This is an optimization exercise on Yosys and OpenROAD, whose aim is small area, not a production implementation. Function was checked by simulation only, so behaviour that the tests miss may differ from the original.

## flow/design.v (module list and top-level ports; edited modules follow where they fit)
// module gemm_dot8: 850 lines
// module gemm_negsum: 46 lines
// module gemm_fa: 4 lines
// module gemm_datapath: 84 lines
module gemm_datapath (
    input   wire              clk,
    input   wire              reset_n,
    input   wire  [ 63 : 0 ]  inp_mem_read_DOUT,
    input   wire  [ 63 : 0 ]  wgt_mem_read_DOUT,
    input   wire  [  7 : 0 ]  b_en,
    input   wire  [  7 : 0 ]  b_path_en,
    input   wire  [255 : 0 ]  acc_mem_read_DOUT,
    output  wire  [255 : 0 ]  acc_mem_write_DIN
);
  // ...
==> flow/run.sh <==
#!/bin/bash
# synth_recipe.tcl (not shown) runs the flow's synth.tcl, then flattens the netlist and writes it again
# the make line also repeats each setting of config.mk as NAME=value (left out here)
make -C /OpenROAD-flow-scripts/flow DESIGN_CONFIG=/design/flow/config.mk WORK_HOME=/design/flow/orfs CLKGATE_MAP_FILE= SYNTH_SCRIPT=/design/flow/synth_recipe.tcl finish
==> flow/config.mk <==
export PLATFORM = sky130hd
export DESIGN_NAME = gemm_datapath
export DESIGN_NICKNAME = gemm_datapath
export VERILOG_FILES = /design/flow/design.v
export SDC_FILE = /design/flow/constraint.sdc
export NUM_CORES = 4
export LEC_CHECK = 0
export CAP_MARGIN = 20
export CORE_MARGIN = 2
export CORE_UTILIZATION = 55
export PLACE_DENSITY = 0.65
export SLEW_MARGIN = 20
export SYNTH_HIERARCHICAL = 1
export SYNTH_MINIMUM_KEEP_SIZE = 0
==> flow/constraint.sdc <==
create_clock -name core_clock -period 7.0 [get_ports {clk}]
set_input_delay 1.4000 -clock core_clock [delete_from_list [all_inputs] [get_ports {clk}]]
set_output_delay 1.4000 -clock core_clock [all_outputs]
set_load 0.01 [all_outputs]
==> metrics.log, run 1 <==
INFO  metric post-synth-top-area-cell = sky130_fd_sc_hd__dfxtp_1
INFO  metric min_path_cells = 0
INFO  metric synth_area_leaders = sky130_fd_sc_hd__dfxtp_1 34%, sky130_fd_sc_hd__fa_1 23%, sky130_fd_sc_hd__xnor2_1 9.9%, sky130_fd_sc_hd__edfxtp_1 8.8%, sky130_fd_sc_hd__a22oi_1 6.9%
INFO  metric cp-startpoint = two[16]$_DFF_P_
INFO  metric hold_path_end = ELINE[15].b[2]$_DFF_P_
INFO  metric run_status = no timing/DRC/antenna violations
INFO  metric seq_area_frac = 0.3765
INFO  metric clock-skew-final = approximately 0.090 ns
INFO  metric setup-tns-final = 0 ns
INFO  metric io_pins = 658
INFO  metric dr.first_iter.drc_count = 16230
INFO  metric synth_simple_gate_area_frac = 0.03202
INFO  metric slew_headroom = 0.2764
INFO  metric post_synth_top_cells = 3354 x sky130_fd_sc_hd__dfxtp_1, 2243 x sky130_fd_sc_hd__fa_1, 2210 x sky130_fd_sc_hd__xnor2_1, 1794 x sky130_fd_sc_hd__a22oi_1, 1306 x sky130_fd_sc_hd__clkbuf_1
INFO  metric biggest_area_class = multi-input gates
INFO  metric wl_per_cell = roughly 32 um
INFO  metric finalCoreUtilization = 0.6330
INFO  metric maximum_number_of_pins_on_one_net_before_global_route_repair = 90
INFO  metric holdBufCountCts = 0
INFO  metric vias = 126300
INFO  metric worst_ep_required_time = 7.81 ns
INFO  metric synth_sequential_area_ratio = 0.4309
INFO  metric multi_input_comb_area = approximately 110000 um2
INFO  metric die_width = 600.9 um
INFO  metric post_synth_cell_types = 83
INFO  metric filler_cell_count = 27340
INFO  metric final_period_minus_worst_setup_slack = roughly 6.9 ns
INFO  metric max_stage_delay = 0.57 ns
INFO  metric row_count = 219
INFO  metric dp.cells = 20070
INFO  metric cts_buffers = 372
INFO  metric timing.final.ws_setup = 0.1261 ns
INFO  metric detail_route.vias_per_cell = 6.069
==> module gemm_datapath, before the edit <==
module gemm_datapath (
    input   wire              clk,
    input   wire              reset_n,
    input   wire  [ 63 : 0 ]  inp_mem_read_DOUT,
    input   wire  [ 63 : 0 ]  wgt_mem_read_DOUT,
    input   wire  [  7 : 0 ]  b_en,
    input   wire  [  7 : 0 ]  b_path_en,
    input   wire  [255 : 0 ]  acc_mem_read_DOUT,
    output  wire  [255 : 0 ]  acc_mem_write_DIN
);
  localparam integer XD = 18;    
  localparam integer WD = 17;    
  localparam integer ED = 17;    
  genvar k, m, j;
  wire [63:0] xl [0:XD-1];
  assign xl[0] = inp_mem_read_DOUT;
  generate for (k = 1; k < XD; k = k + 1) begin: XLINE
    reg [63:0] r;
    always @(posedge clk) r <= xl[k-1];
    assign xl[k] = r;
  end endgenerate
  wire [63:0] wl [0:WD];
  assign wl[0] = wgt_mem_read_DOUT;
  generate for (k = 1; k <= WD; k = k + 1) begin: WLINE
    reg [63:0] r;
    always @(posedge clk) r <= wl[k-1];
    assign wl[k] = r;
  end endgenerate
  wire [7:0] bel [0:ED];
  wire [7:0] pel [0:ED];
  assign bel[0] = b_en;
  assign pel[0] = b_path_en;
  generate for (k = 1; k <= ED; k = k + 1) begin: ELINE
    reg [7:0] b, p;
    always @(posedge clk) begin
      b <= bel[k-1];
      p <= pel[k-1];
    end
    assign bel[k] = b;
    assign pel[k] = p;
  end endgenerate
  wire [31:0] one_d, two_d, neg_d;
  generate for (j = 0; j < 8; j = j + 1) begin: ENC
    wire [8:0] xe = {xl[XD-1][8*j+:8], 1'b0};
    for (k = 0; k < 4; k = k + 1) begin: DIG
      wire b2 = xe[2*k+2], b1 = xe[2*k+1], b0 = xe[2*k];
      assign one_d[4*j+k] = b1 ^ b0;
      assign two_d[4*j+k] = (b2 & ~b1 & ~b0) | (~b2 & b1 & b0);
      assign neg_d[4*j+k] = b2;
    end
  end endgenerate
  wire [9:0] nsum_d;
  gemm_negsum negsum (.neg(neg_d), .nsum(nsum_d));
  reg [31:0] one, two, neg;
  reg [ 9:0] nsum;
  always @(posedge clk) begin
    one  <= one_d;
    two  <= two_d;
    neg  <= neg_d;
    nsum <= nsum_d;
  end
  wire [63:0] sw_d [0:8];
  assign sw_d[0] = wl[WD];
  generate for (m = 0; m < 8; m = m + 1) begin: ROW
    wire pen = pel[ED-m][m];
    wire ben = bel[ED-m][m];
    reg  [63:0] sw;    
    reg  [63:0] aw;    
    assign sw_d[m+1] = pen ? sw_d[m] : sw;
    always @(posedge clk) begin
      sw <= sw_d[m+1];
      if (ben) aw <= sw;
    end
    wire [18:0] dot;
    gemm_dot8 dot8 (.one(one), .two(two), .neg(neg), .nsum(nsum), .w(aw), .s(dot));
    reg  [18:0] sum;
    always @(posedge clk) sum <= dot;
    reg [31:0] acc_out;
    always @(posedge clk)
      if (!reset_n) acc_out <= 32'd0;
      else          acc_out <= acc_mem_read_DOUT[32*m+:32] + {{13{sum[18]}}, sum};
    assign acc_mem_write_DIN[32*m+:32] = acc_out;
  end endgenerate
endmodule
==> inputs of run 2 (changes only) <==
--- a/flow/design.v
+++ b/flow/design.v
@@ -896,2 +896,93 @@
 endmodule
+module gemm_acc (
+  input  wire        rst_n,
+  input  wire [31:0] a,
+  input  wire [18:0] s,
+  output wire [31:0] y
+);
+  wire k0 = a[0] ^ s[0];
+  wire k1 = a[0] & s[0];
+  wire k2, k3;
+  gemm_fa u0 (.a(a[1]), .b(s[1]), .c(k1), .s(k2), .co(k3));
+  wire k4, k5;
+  gemm_fa u1 (.a(a[2]), .b(s[2]), .c(k3), .s(k4), .co(k5));
+  wire k6, k7;
+  gemm_fa u2 (.a(a[3]), .b(s[3]), .c(k5), .s(k6), .co(k7));
+  wire k8, k9;
+  gemm_fa u3 (.a(a[4]), .b(s[4]), .c(k7), .s(k8), .co(k9));
+  wire k10, k11;
+  gemm_fa u4 (.a(a[5]), .b(s[5]), .c(k9), .s(k10), .co(k11));
+  wire k12, k13;
+  gemm_fa u5 (.a(a[6]), .b(s[6]), .c(k11), .s(k12), .co(k13));
+  wire k14 = a[7] ^ s[7];
+  wire k15 = a[7] & s[7];
+  wire k16, k17;
+  gemm_fa u6 (.a(a[8]), .b(s[8]), .c(k15), .s(k16), .co(k17));
+  wire k18, k19;
+  gemm_fa u7 (.a(a[9]), .b(s[9]), .c(k17), .s(k18), .co(k19));
+  wire k20, k21;
+  gemm_fa u8 (.a(a[10]), .b(s[10]), .c(k19), .s(k20), .co(k21));
+  wire k22, k23;
+  gemm_fa u9 (.a(a[11]), .b(s[11]), .c(k21), .s(k22), .co(k23));
+  wire k24, k25;
+  gemm_fa u10 (.a(a[12]), .b(s[12]), .c(k23), .s(k24), .co(k25));
+  wire k26 = ~(a[7] ^ s[7]);
+  wire k27 = a[7] | s[7];
+  wire k28, k29;
+  gemm_fa u11 (.a(a[8]), .b(s[8]), .c(k27), .s(k28), .co(k29));
+  wire k30, k31;
+  gemm_fa u12 (.a(a[9]), .b(s[9]), .c(k29), .s(k30), .co(k31));
+  wire k32, k33;
+  gemm_fa u13 (.a(a[10]), .b(s[10]), .c(k31), .s(k32), .co(k33));
+  wire k34, k35;
+  gemm_fa u14 (.a(a[11]), .b(s[11]), .c(k33), .s(k34), .co(k35));
+  wire k36, k37;
+  gemm_fa u15 (.a(a[12]), .b(s[12]), .c(k35), .s(k36), .co(k37));
+  wire k38 = a[13] ^ s[13];
+  wire k39 = a[13] & s[13];
+  wire k40, k41;
+  gemm_fa u16 (.a(a[14]), .b(s[14]), .c(k39), .s(k40), .co(k41));
+  wire k42, k43;
+  gemm_fa u17 (.a(a[15]), .b(s[15]), .c(k41), .s(k42), .co(k43));
+  wire k44, k45;
+  gemm_fa u18 (.a(a[16]), .b(s[16]), .c(k43), .s(k44), .co(k45));
+  wire k46, k47;
+  gemm_fa u19 (.a(a[17]), .b(s[17]), .c(k45), .s(k46), .co(k47));
+  wire k48, k49;
+  gemm_fa u20 (.a(a[18]), .b(s[18]), .c(k47), .s(k48), .co(k49));
+  wire k50 = ~(a[13] ^ s[13]);
+  wire k51 = a[13] | s[13];
+  wire k52, k53;
+  gemm_fa u21 (.a(a[14]), .b(s[14]), .c(k51), .s(k52), .co(k53));
+  wire k54, k55;
+  gemm_fa u22 (.a(a[15]), .b(s[15]), .c(k53), .s(k54), .co(k55));
+  wire k56, k57;
+  gemm_fa u23 (.a(a[16]), .b(s[16]), .c(k55), .s(k56), .co(k57));
+  wire k58, k59;
+  gemm_fa u24 (.a(a[17]), .b(s[17]), .c(k57), .s(k58), .co(k59));
+  wire k60, k61;
+  gemm_fa u25 (.a(a[18]), .b(s[18]), .c(k59), .s(k60), .co(k61));
+  wire c7 = k13;
+  wire [6:0] lo0 = {k12, k10, k8, k6, k4, k2, k0};
+  wire [5:0] lo1 = c7 ? {k36, k34, k32, k30, k28, k26} : {k24, k22, k20, k18, k16, k14};
+  wire c13 = c7 ? k37 : k25;
+  wire [5:0] lo2 = c13 ? {k60, k58, k56, k54, k52, k50} : {k48, k46, k44, k42, k40, k38};
+  wire c19 = c13 ? k61 : k49;
+  wire [12:0] ah = a[31:19];
+  wire [12:0] allone, allzero;    
+  assign allone[0] = 1'b1;
+  assign allzero[0] = 1'b1;
+  genvar i;
+  generate for (i = 1; i < 13; i = i + 1) begin: P
+    assign allone[i]  = allone[i-1] & ah[i-1];
+    assign allzero[i] = allzero[i-1] & ~ah[i-1];
+  end endgenerate
+  wire inc = c19 & ~s[18];
+  wire dec = ~c19 & s[18];
+  wire [12:0] hi = ah ^ (({13{inc}} & allone) | ({13{dec}} & allzero));
+  assign y = {32{rst_n}} & {hi, lo2, lo1, lo0};
+endmodule
+module gemm_mux64 (input wire s, input wire [63:0] a, b, output wire [63:0] y);
+  assign y = s ? a : b;
+endmodule
 module gemm_fa (input wire a, b, c, output wire s, co);
@@ -969,3 +1060,3 @@
     reg  [63:0] aw;    
-    assign sw_d[m+1] = pen ? sw_d[m] : sw;
+    gemm_mux64 swmux (.s(pen), .a(sw_d[m]), .b(sw), .y(sw_d[m+1]));
     always @(posedge clk) begin
@@ -978,6 +1069,6 @@
     always @(posedge clk) sum <= dot;
+    wire [31:0] acc_d;    
+    gemm_acc acc (.rst_n(reset_n), .a(acc_mem_read_DOUT[32*m+:32]), .s(sum), .y(acc_d));
     reg [31:0] acc_out;
-    always @(posedge clk)
-      if (!reset_n) acc_out <= 32'd0;
-      else          acc_out <= acc_mem_read_DOUT[32*m+:32] + {{13{sum[18]}}, sum};
+    always @(posedge clk) acc_out <= acc_d;
     assign acc_mem_write_DIN[32*m+:32] = acc_out;
--- a/flow/config.mk
+++ b/flow/config.mk
@@ -10,2 +10,4 @@
 export CORE_UTILIZATION = 55
+export CTS_CLUSTER_DIAMETER = 60
+export CTS_CLUSTER_SIZE = 30
 export PLACE_DENSITY = 0.65
==> run 2 against run 1 <==
  * Sequential share of layout area grew 1.2 points
  * Design area shrank 3.7%
  * Still clean on timing, DRC and antenna
  * Largest cell class unchanged
==> metrics.log, run 2 <==
INFO  metric routed_wl = ~660000 um
INFO  metric grt_setup_unrepaired = no
INFO  metric synth_enable_flop_cells = slightly above 500
INFO  metric worst_ep_required_time = 7.79 ns (-0.02 ns)
INFO  metric worst_r2r_path_depth = 20
INFO  metric htreeDepth = 5
INFO  metric cp_max_fo = 18
INFO  metric synth.yosys.warnings = 7
INFO  metric total_die_area = 357700 um2
INFO  metric maxCapViolations = 0
INFO  metric post_synth_cell_types = 61 (-27%)
INFO  metric number_of_i_o_port_buffers = 657
INFO  metric dr.first_iter.drc_count = 14250 (-12%)
INFO  metric maximum_number_of_pins_on_one_net_before_global_route_repair = 65 (-28%)
INFO  metric post-synth-top-area-cell = sky130_fd_sc_hd__dfxtp_1
INFO  metric most_frequent_cell_after_synthesis = sky130_fd_sc_hd__dfxtp_1
INFO  metric synth_compound_gate_area_share = 0.08584
INFO  metric place_congestion = 1.021
INFO  metric clock_path_buffers = 4
INFO  metric yosys_reg_bits = 3930
INFO  metric multi_input_comb_area = 103400 um2 (-2.5%)
INFO  metric area.sequential = 84080 um2
INFO  metric slew_headroom = 0.2014 (-0.07505)
INFO  metric row_count = 218 (-0.46%)
INFO  metric initial_core_util = 0.5517
INFO  metric grt_pass1_vias = around 120k
INFO  metric die_height = around 600 um
INFO  metric stdcell_area = 216700 um2
INFO  metric timing.hold.worst.class = flop to flop
INFO  metric cts_buffers = 265 (-29%)
INFO  metric run_status = no timing/DRC/antenna violations
INFO  metric overflow = 0
INFO  metric clk-insertion-delay-late = 0.97 ns
INFO  metric postSynth.topFlopCell = sky130_fd_sc_hd__dfxtp_1
INFO  metric synth-xor-area-share = 0.1122
INFO  metric die_width = 598.1 um (-0.47%)
INFO  metric worst_setup_hold_path_clk_slew = 0.10 ns
INFO  metric timing.setup.critical_path_class = flop to flop
INFO  metric clock-sinks = about 4000
INFO  metric cp-end-kind = flop
INFO  metric maxClockFrequency = 146.0 MHz
INFO  metric cp.arrival = 7.64 ns
INFO  metric io_pins = 658 (unchanged)
INFO  metric synth_area_leaders = sky130_fd_sc_hd__dfxtp_1 35%, sky130_fd_sc_hd__fa_1 25%, sky130_fd_sc_hd__xnor2_1 9.8%, sky130_fd_sc_hd__edfxtp_1 7.9%, sky130_fd_sc_hd__a22oi_1 6.9%
INFO  metric postRouteAntennaNets = 0
INFO  metric first_pass_grt_wire_length = around 920000 um
INFO  metric synth_top_family_by_area = adder cells
INFO  metric largest_registers = WLINE.r x1088, XLINE.r x1088
INFO  metric tritoncts_clock_tree = yes
INFO  metric min_path_cells = 0 (unchanged)
INFO  metric setup_viol_count_final = 0
INFO  metric grt_usage = 0.3650
INFO  metric muxShareOfSynthArea = 0.04573
INFO  metric clock_tree.root_cell = sky130_fd_sc_hd__clkbuf_16
INFO  metric growth_of_design_area_from_synthesis_to_finish = 11.62%
INFO  metric area_of_the_core_region = approximately 350000 um2
INFO  metric timing.reg2reg.setup_slack = 0.15 ns
INFO  metric vias = 119200 (-5.6%)
INFO  metric grt_antenna_before_repair = 39
INFO  metric hpwl_after_detailed_placement = 507000 um
INFO  metric synth_simple_gate_area_frac = 0.02820 (-0.003819)
INFO  metric dr.pass1.iters = 7
INFO  metric filler_cell_count = 26810 (-2.0%)
INFO  metric detailed_place.area = 206700 um2
INFO  metric holdBufCountCts = 0 (unchanged)
INFO  metric most_frequent_cells_in_the_layout = 3297 x sky130_fd_sc_hd__dfxtp_1, 2443 x sky130_fd_sc_hd__fa_1, 2161 x sky130_fd_sc_hd__xnor2_1
INFO  metric clock-skew-final = 0.07337 ns (-0.01623 ns)
INFO  metric post-route-drc-count = 0
INFO  metric timing.final.max_slew_violations = 0
INFO  metric post_synth_top_cells = 3418 x sky130_fd_sc_hd__dfxtp_1, 2443 x sky130_fd_sc_hd__fa_1, 2163 x sky130_fd_sc_hd__xnor2_1, 1792 x sky130_fd_sc_hd__a22oi_1, 968 x sky130_fd_sc_hd__clkbuf_1
INFO  metric synth_top_area_share = 0.3525
INFO  metric final_period_minus_worst_setup_slack = 6.848 ns (-0.02634 ns)
INFO  metric synth-adder-area-share = 0.2600
INFO  metric detail_route.vias_per_cell = 6.123 (+0.89%)
INFO  metric timing.final.crit_share = 0.9782
INFO  metric wl_per_cell = 33.67 um (+6.4%)
INFO  metric netlist_area = a little under 200000 um2
INFO  metric finish.net_count = 17580
INFO  metric synth.avg_cell_area = 13.40 um2
INFO  metric timing_hold_violations_final = 0
INFO  metric synth_sequential_area_ratio = 0.4317 (+0.0008155)
INFO  metric asyncSetResetFlopFracSynth = 0
INFO  metric synth_instances = 14480
INFO  metric most_common_cell_after_layout_fill_and_taps_aside = sky130_fd_sc_hd__dfxtp_1
INFO  metric setup.worst_path.start_class = flop
INFO  metric worst_margin_slew = around 1.2 ns
INFO  metric layout-drive-gt1-share = 0.1192
INFO  metric setup-tns-final = 0 ns (unchanged)
[run 2: layout make-up]
| type | instances | area share |
|---|---|---|
| well taps | 4620 | 0.02668 |
| diodes | 27 | 0.0003118 |
| inverters | 137 | 0.002373 |
| multi-input cells | 9079 | 0.4772 |
| flip-flops and latches | 3930 | 0.3880 |
| clock buffers | 293 | 0.03217 |
| clock inverters | 182 | 0.01290 |
| repair buffers | 1200 | 0.06031 |
[run 2: timing repair]
action | in CTS | in global routing
buffers inserted | 0 | 12
endpoints found under the setup margin | 0 | 10
gates resized for setup | 0 | 5
[run 2: stage by stage]
stage	setup WS, ns	instances	hold WS (ns)	utilization
detailed placement	0.09550	18950	0.3120	0.5876
global route	0.009758	19450	0.2895	0.6157
CTS	0.08180	19430	0.2782	0.6153
global placement	0.1299	18950	0.3095	0.5876
finish	0.1525	19470	0.2855	0.6158
floorplan	0.8071	14510	0.3096	-
[run 2: kinds of logic after synthesis]
logic type | after synthesis
AO/OA/AOI/OAI | 2297
XOR/XNOR | 2487
adder cells (fa/ha/maj) | 2568
buffers and inverters | 1497
flip-flops | 3930
multiplexers | 640
other | 8
AND/OR/NAND/NOR | 1055
[run 2: critical path, cell delays in order, from the launching register on]
cell and delay, ns:
sky130_fd_sc_hd__dfxtp_2 0.39, sky130_fd_sc_hd__buf_12 0.20, sky130_fd_sc_hd__buf_12 0.20, sky130_fd_sc_hd__buf_4 0.20
sky130_fd_sc_hd__a22oi_1 0.09, sky130_fd_sc_hd__xnor2_1 0.23, sky130_fd_sc_hd__fa_1 0.50, sky130_fd_sc_hd__fa_1 0.47
sky130_fd_sc_hd__fa_1 0.41, sky130_fd_sc_hd__fa_1 0.46, sky130_fd_sc_hd__fa_1 0.45, sky130_fd_sc_hd__fa_1 0.46
sky130_fd_sc_hd__fa_1 0.47, sky130_fd_sc_hd__fa_1 0.42, sky130_fd_sc_hd__fa_1 0.43, sky130_fd_sc_hd__ha_1 0.35
sky130_fd_sc_hd__nand3_1 0.12, sky130_fd_sc_hd__nor2_1 0.07, sky130_fd_sc_hd__buf_4 0.15, sky130_fd_sc_hd__a211o_2 0.32
sky130_fd_sc_hd__o2111ai_1 0.21
[run 2: worst paths after layout]
path	to	from
max	ROW[6].sum[15]$_DFF_P_	one[12]$_DFF_P_
min	WLINE[7].r[5]$_DFF_P_	WLINE[6].r[5]$_DFF_P_
max reg2reg	ROW[6].sum[15]$_DFF_P_	one[12]$_DFF_P_
min reg2reg	WLINE[7].r[5]$_DFF_P_	WLINE[6].r[5]$_DFF_P_
[run 2: metal layers]
metal,vias to the layer above,GRT usage,routed length [um],part of all wire
li1,48630,-,-,-
met5,-,0.01043,1086,0.0017
met1,61060,0.4681,247600,0.38
met2,7722,0.5443,284200,0.43
met3,1774,0.1207,78790,0.12
met4,26,0.2032,43900,0.067
[run 2: Yosys stat by module, one instance, submodules excluded]
module | flops+latches | cell area [um2] | cells | times used
gemm_datapath | 3930 | 84510 | 4034 | 1
gemm_negsum | 0 | 240.2 | 29 | 1
gemm_fa | 0 | 20.02 | 1 | 2435
gemm_mux64 | 0 | 1077 | 71 | 8
gemm_dot8 | 0 | 5653 | 801 | 8
gemm_acc | 0 | 849.6 | 126 | 8

## separate check: timing with driven ports
The flow's constraints put no driver on any port. The routed layouts listed below were extracted and timed again, unchanged, in two steps.
Step 1: set_driving_cell puts a clkbuf_16 on clk and a buf_2 on each other input, an assumption about the parent block.
Step 2 adds t to the input delays and takes it off the output delays; t is the mean of the earliest and latest rising clock arrival at the registers after step 1. Input paths then give back, and output paths get back, about the clock's delay inside the block.
a / b / c = ideal ports / drivers / drivers and shift; a / b = the first two.
run | t (ns) | setup slack, ns | hold slack, ns | worst slew at a driven data input, ns
run 1 | 1.043 | 0.126 / 0.126 / 0.126 | 0.289 / 0.289 / 0.289 | 0.11
run 2 | 1.059 | 0.152 / 0.152 / 0.152 | 0.286 / 0.286 / 0.286 | 0.16
After both steps setup and hold are still met in every run listed.
